Source: an optimization exercise on an open RTL-to-GDS flow (aim: small area). Production flows keep margins and buffers that such runs may drop. In this exercise RTL edits were held to simulation tests only and were not proved equivalent to the original. Power figures rest on the tool's default switching activity, not on a simulated workload.

// KFPS2KB
module KFPS2KB #(
    parameter over_time = 16'd1000
) (
    input   logic           clock,
    input   logic           reset,
    input   logic           device_clock,
    input   logic           device_data,
    output  logic           irq,
    output  logic   [7:0]   keycode,
    input   logic           clear_keycode
);
    logic   [7:0]   register;
    logic           recieved_flag;
    logic           error_flag;
    logic           break_flag;
    KFPS2KB_Shift_Register u_Shift_Register (
        .clock          (clock),
        .reset          (reset),
        .device_clock   (device_clock),
        .device_data    (device_data),
        .register       (register),
        .recieved_flag  (recieved_flag),
        .error_flag     (error_flag)
    );
    logic   [7:0]   converted;
    KFPS2KB_Table u_Table (.code(register), .out(converted));
    logic is_break_code;
    assign is_break_code = (register == 8'hF0);
    assign irq = |keycode;
    always_ff @(negedge clock, posedge reset) begin
        if (reset) begin
            keycode     <= 8'h00;
            break_flag  <= 1'b0;
        end
        else if (clear_keycode) begin
            keycode     <= 8'h00;
            break_flag  <= 1'b0;
        end
  ...
Size: roughly 310 cells after synthesis, about 31 flip-flops, ~14 I/O pins.
==> flow/config.mk <==
export PLATFORM = sky130hd
export DESIGN_NAME = KFPS2KB
export DESIGN_NICKNAME = KFPS2KB
export VERILOG_FILES = /design/flow/design.v
export SDC_FILE = /design/flow/constraint.sdc
export NUM_CORES = 4
export LEC_CHECK = 0
export CAP_MARGIN = 20
export CORE_MARGIN = 2
export CORE_UTILIZATION = 40
export SLEW_MARGIN = 20
==> flow/constraint.sdc <==
create_clock -name core_clock -period 10.0 [get_ports {clock}]
set_input_delay 2.0000 -clock core_clock [delete_from_list [all_inputs] [get_ports {clock}]]
set_output_delay 2.0000 -clock core_clock [all_outputs]
set_load 0.01 [all_outputs]
standard.sh (not shown) runs the stock make flow with config.mk's settings and CLKGATE_MAP_FILE= SYNTH_SCRIPT=/design/flow/synth_recipe.tcl, a recipe that flattens the netlist after the stock synthesis.
==> flow/flow/run.sh <==
#!/bin/bash
# Layout flow: the standard ORFS flow with an area-oriented synthesis
# (no half/full-adder extraction; the combinational logic is optimised by
# ABC with several scripts, flow/abc_*.abc, and the smallest netlist is
# kept), port buffers of the smallest buffer cell, and a clock tree of
# clkbuf_4 cells without dummy loads.
set -euo pipefail
WD=$(pwd)
FD=$WD/flow
M=$WD/myflow
mkdir -p $M
# synthesis script: the standard flow's, with ORFS's synth.tcl replaced by a copy that
# skips the adder extraction and runs ABC with the script in $MY_ABC_SCRIPT
sed "s#source \$::env(SCRIPTS_DIR)/synth.tcl#source $M/synth_core.tcl#" synth_recipe.tcl > $M/my_synth.tcl
grep -q "myflow/synth_core.tcl" $M/my_synth.tcl
python3 - "$FLOW_HOME/scripts/synth.tcl" "$M/synth_core.tcl" <<'P'
import sys
s = open(sys.argv[1]).read()
a = s.index('# Technology mapping of adders')
b = s.index('# Technology mapping of latches')
s = s[:a] + s[b:]
old = "  log_cmd abc {*}$abc_args\n"
assert old in s
s = s.replace(old, "  log_cmd abc -script $::env(MY_ABC_SCRIPT) {*}[lrange $abc_args 2 end]\n")
open(sys.argv[2], 'w').write(s)
P
ARGS=(
  SYNTH_SCRIPT=$M/my_synth.tcl
  "BUFFER_PORTS_ARGS=-buffer_cell sky130_fd_sc_hd__buf_1"
  "CTS_ARGS=-sink_clustering_enable -repair_clock_nets -dont_use_dummy_load -buf_list sky130_fd_sc_hd__clkbuf_4 -root_buf sky130_fd_sc_hd__clkbuf_4"
)
R=$WD/orfs/results/sky130hd/KFPS2KB/base
REP=$WD/orfs/reports/sky130hd/KFPS2KB/base
LOG=$WD/orfs/logs/sky130hd/KFPS2KB/base
best=""
bestarea=""
for f in $FD/abc_*.abc; do
  n=$(basename $f .abc)
  rm -f $R/1_2_yosys.v $R/1_synth.odb $R/1_synth.sdc
  MY_ABC_SCRIPT=$f bash standard.sh "${ARGS[@]}" synth > $WD/synth_$n.log 2>&1
  mkdir -p $M/$n
  cp $R/1_2_yosys.v $REP/synth_stat.txt $LOG/1_2_yosys.log $M/$n/
  area=$(grep -m1 "Chip area for module" $M/$n/synth_stat.txt | awk '{print $NF}')
  echo "$n $area" >> $WD/synth_areas.log
  if [[ -z "$best" ]] || python3 -c "import sys; sys.exit(0 if float('$area') < float('$bestarea') else 1)"; then
    best=$n; bestarea=$area
  fi
done
echo "kept $best $bestarea" >> $WD/synth_areas.log
rm -f $R/1_synth.odb $R/1_synth.sdc
cp $M/$best/1_2_yosys.v $R/1_2_yosys.v
cp $M/$best/synth_stat.txt $REP/synth_stat.txt
MY_ABC_SCRIPT=$FD/$best.abc bash standard.sh "${ARGS[@]}" finish > $WD/flow_make.log 2>&1
==> flow/flow/abc_a.abc <==
strash
dch -f
amap
topo
dnsize -c
==> flow/flow/abc_d1.abc <==
strash
&get -n
&deepsyn -T 60 -S 1
&put
dch -f
amap
topo
dnsize -c
==> flow/flow/abc_d2.abc <==
strash
&get -n
&deepsyn -T 60 -S 2
&put
dch -f
amap
topo
dnsize -c
==> flow/flow/abc_d3.abc <==
strash
&get -n
&deepsyn -T 60 -S 3
&put
dch -f
amap
topo
dnsize -c
==> flow/flow/abc_d4.abc <==
strash
&get -n
&deepsyn -T 60 -S 4
&put
dch -f
amap
topo
dnsize -c
Then changed:
--- a/flow/flow/run.sh
+++ b/flow/flow/run.sh
@@ -3,5 +3,5 @@
 # (no half/full-adder extraction; the combinational logic is optimised by
-# ABC with several scripts, flow/abc_*.abc, and the smallest netlist is
-# kept), port buffers of the smallest buffer cell, and a clock tree of
-# clkbuf_4 cells without dummy loads.
+# ABC with the scripts flow/abc_*.abc, run four at a time, and the smallest
+# netlist is kept), port buffers of the smallest buffer cell, and a clock
+# tree of clkbuf_4 cells without dummy loads.
 set -euo pipefail
@@ -31,5 +31,15 @@
 )
-R=$WD/orfs/results/sky130hd/KFPS2KB/base
-REP=$WD/orfs/reports/sky130hd/KFPS2KB/base
-LOG=$WD/orfs/logs/sky130hd/KFPS2KB/base
+pids=()
+for f in $FD/abc_*.abc; do
+  n=$(basename $f .abc)
+  sed "s#WORK_HOME=$WD/orfs #WORK_HOME=$M/$n #" standard.sh > $M/standard_$n.sh
+  grep -q "WORK_HOME=$M/$n " $M/standard_$n.sh
+  MY_ABC_SCRIPT=$f bash $M/standard_$n.sh "${ARGS[@]}" synth > $WD/synth_$n.log 2>&1 &
+  pids+=($!)
+  if [[ ${#pids[@]} -ge 4 ]]; then
+    for p in "${pids[@]}"; do wait $p; done
+    pids=()
+  fi
+done
+for p in "${pids[@]}"; do wait $p; done
 best=""
@@ -38,7 +48,3 @@
   n=$(basename $f .abc)
-  rm -f $R/1_2_yosys.v $R/1_synth.odb $R/1_synth.sdc
-  MY_ABC_SCRIPT=$f bash standard.sh "${ARGS[@]}" synth > $WD/synth_$n.log 2>&1
-  mkdir -p $M/$n
-  cp $R/1_2_yosys.v $REP/synth_stat.txt $LOG/1_2_yosys.log $M/$n/
-  area=$(grep -m1 "Chip area for module" $M/$n/synth_stat.txt | awk '{print $NF}')
+  area=$(grep -m1 "Chip area for module" $M/$n/reports/sky130hd/KFPS2KB/base/synth_stat.txt | awk '{print $NF}')
   echo "$n $area" >> $WD/synth_areas.log
@@ -49,5 +55,4 @@
 echo "kept $best $bestarea" >> $WD/synth_areas.log
-rm -f $R/1_synth.odb $R/1_synth.sdc
-cp $M/$best/1_2_yosys.v $R/1_2_yosys.v
-cp $M/$best/synth_stat.txt $REP/synth_stat.txt
+mkdir -p $WD/orfs
+cp -rp $M/$best/results $M/$best/reports $M/$best/logs $M/$best/objects $WD/orfs/
 MY_ABC_SCRIPT=$FD/$best.abc bash standard.sh "${ARGS[@]}" finish > $WD/flow_make.log 2>&1
==> flow/flow/abc_a.abc (replaced) <==
strash
dch -f
amap
strash
dch -f
amap
topo
dnsize -c
==> flow/flow/abc_d1.abc (replaced) <==
strash
&get -n
&deepsyn -T 120 -S 1
&put
dch -f
amap
strash
dch -f
amap
topo
dnsize -c
==> flow/flow/abc_d2.abc (replaced) <==
strash
&get -n
&deepsyn -T 120 -S 2
&put
dch -f
amap
strash
dch -f
amap
topo
dnsize -c
==> flow/flow/abc_d3.abc (replaced) <==
strash
&get -n
&deepsyn -T 120 -S 3
&put
dch -f
amap
strash
dch -f
amap
topo
dnsize -c
==> flow/flow/abc_d4.abc (replaced) <==
strash
&get -n
&deepsyn -T 120 -S 4
&put
dch -f
amap
strash
dch -f
amap
topo
dnsize -c
==> flow/flow/abc_d5.abc (new file) <==
strash
&get -n
&deepsyn -T 120 -S 5
&put
dch -f
amap
strash
dch -f
amap
topo
dnsize -c
==> flow/flow/abc_d6.abc (new file) <==
strash
&get -n
&deepsyn -T 120 -S 6
&put
dch -f
amap
strash
dch -f
amap
topo
dnsize -c
==> flow/flow/abc_d7.abc (new file) <==
strash
&get -n
&deepsyn -T 120 -S 7
&put
dch -f
amap
strash
dch -f
amap
topo
dnsize -c
The new run finished clean.
Power rises by 7.8%.
Clock power came out lower by about 3%.
Critical path depth climbs by 3.
Via count came out lower by 2.7%.
Utilization drops by 0.40 points.
Register-to-register slack improved by 0.41 ns.
Synthesized cell count decreases by 2.3%.
Worst setup slack got worse by 0.035 ns.
Global-route usage falls by 1.1 points.
Final cell count is lower by about 1.8%.
Wire length is lower by about 7%.
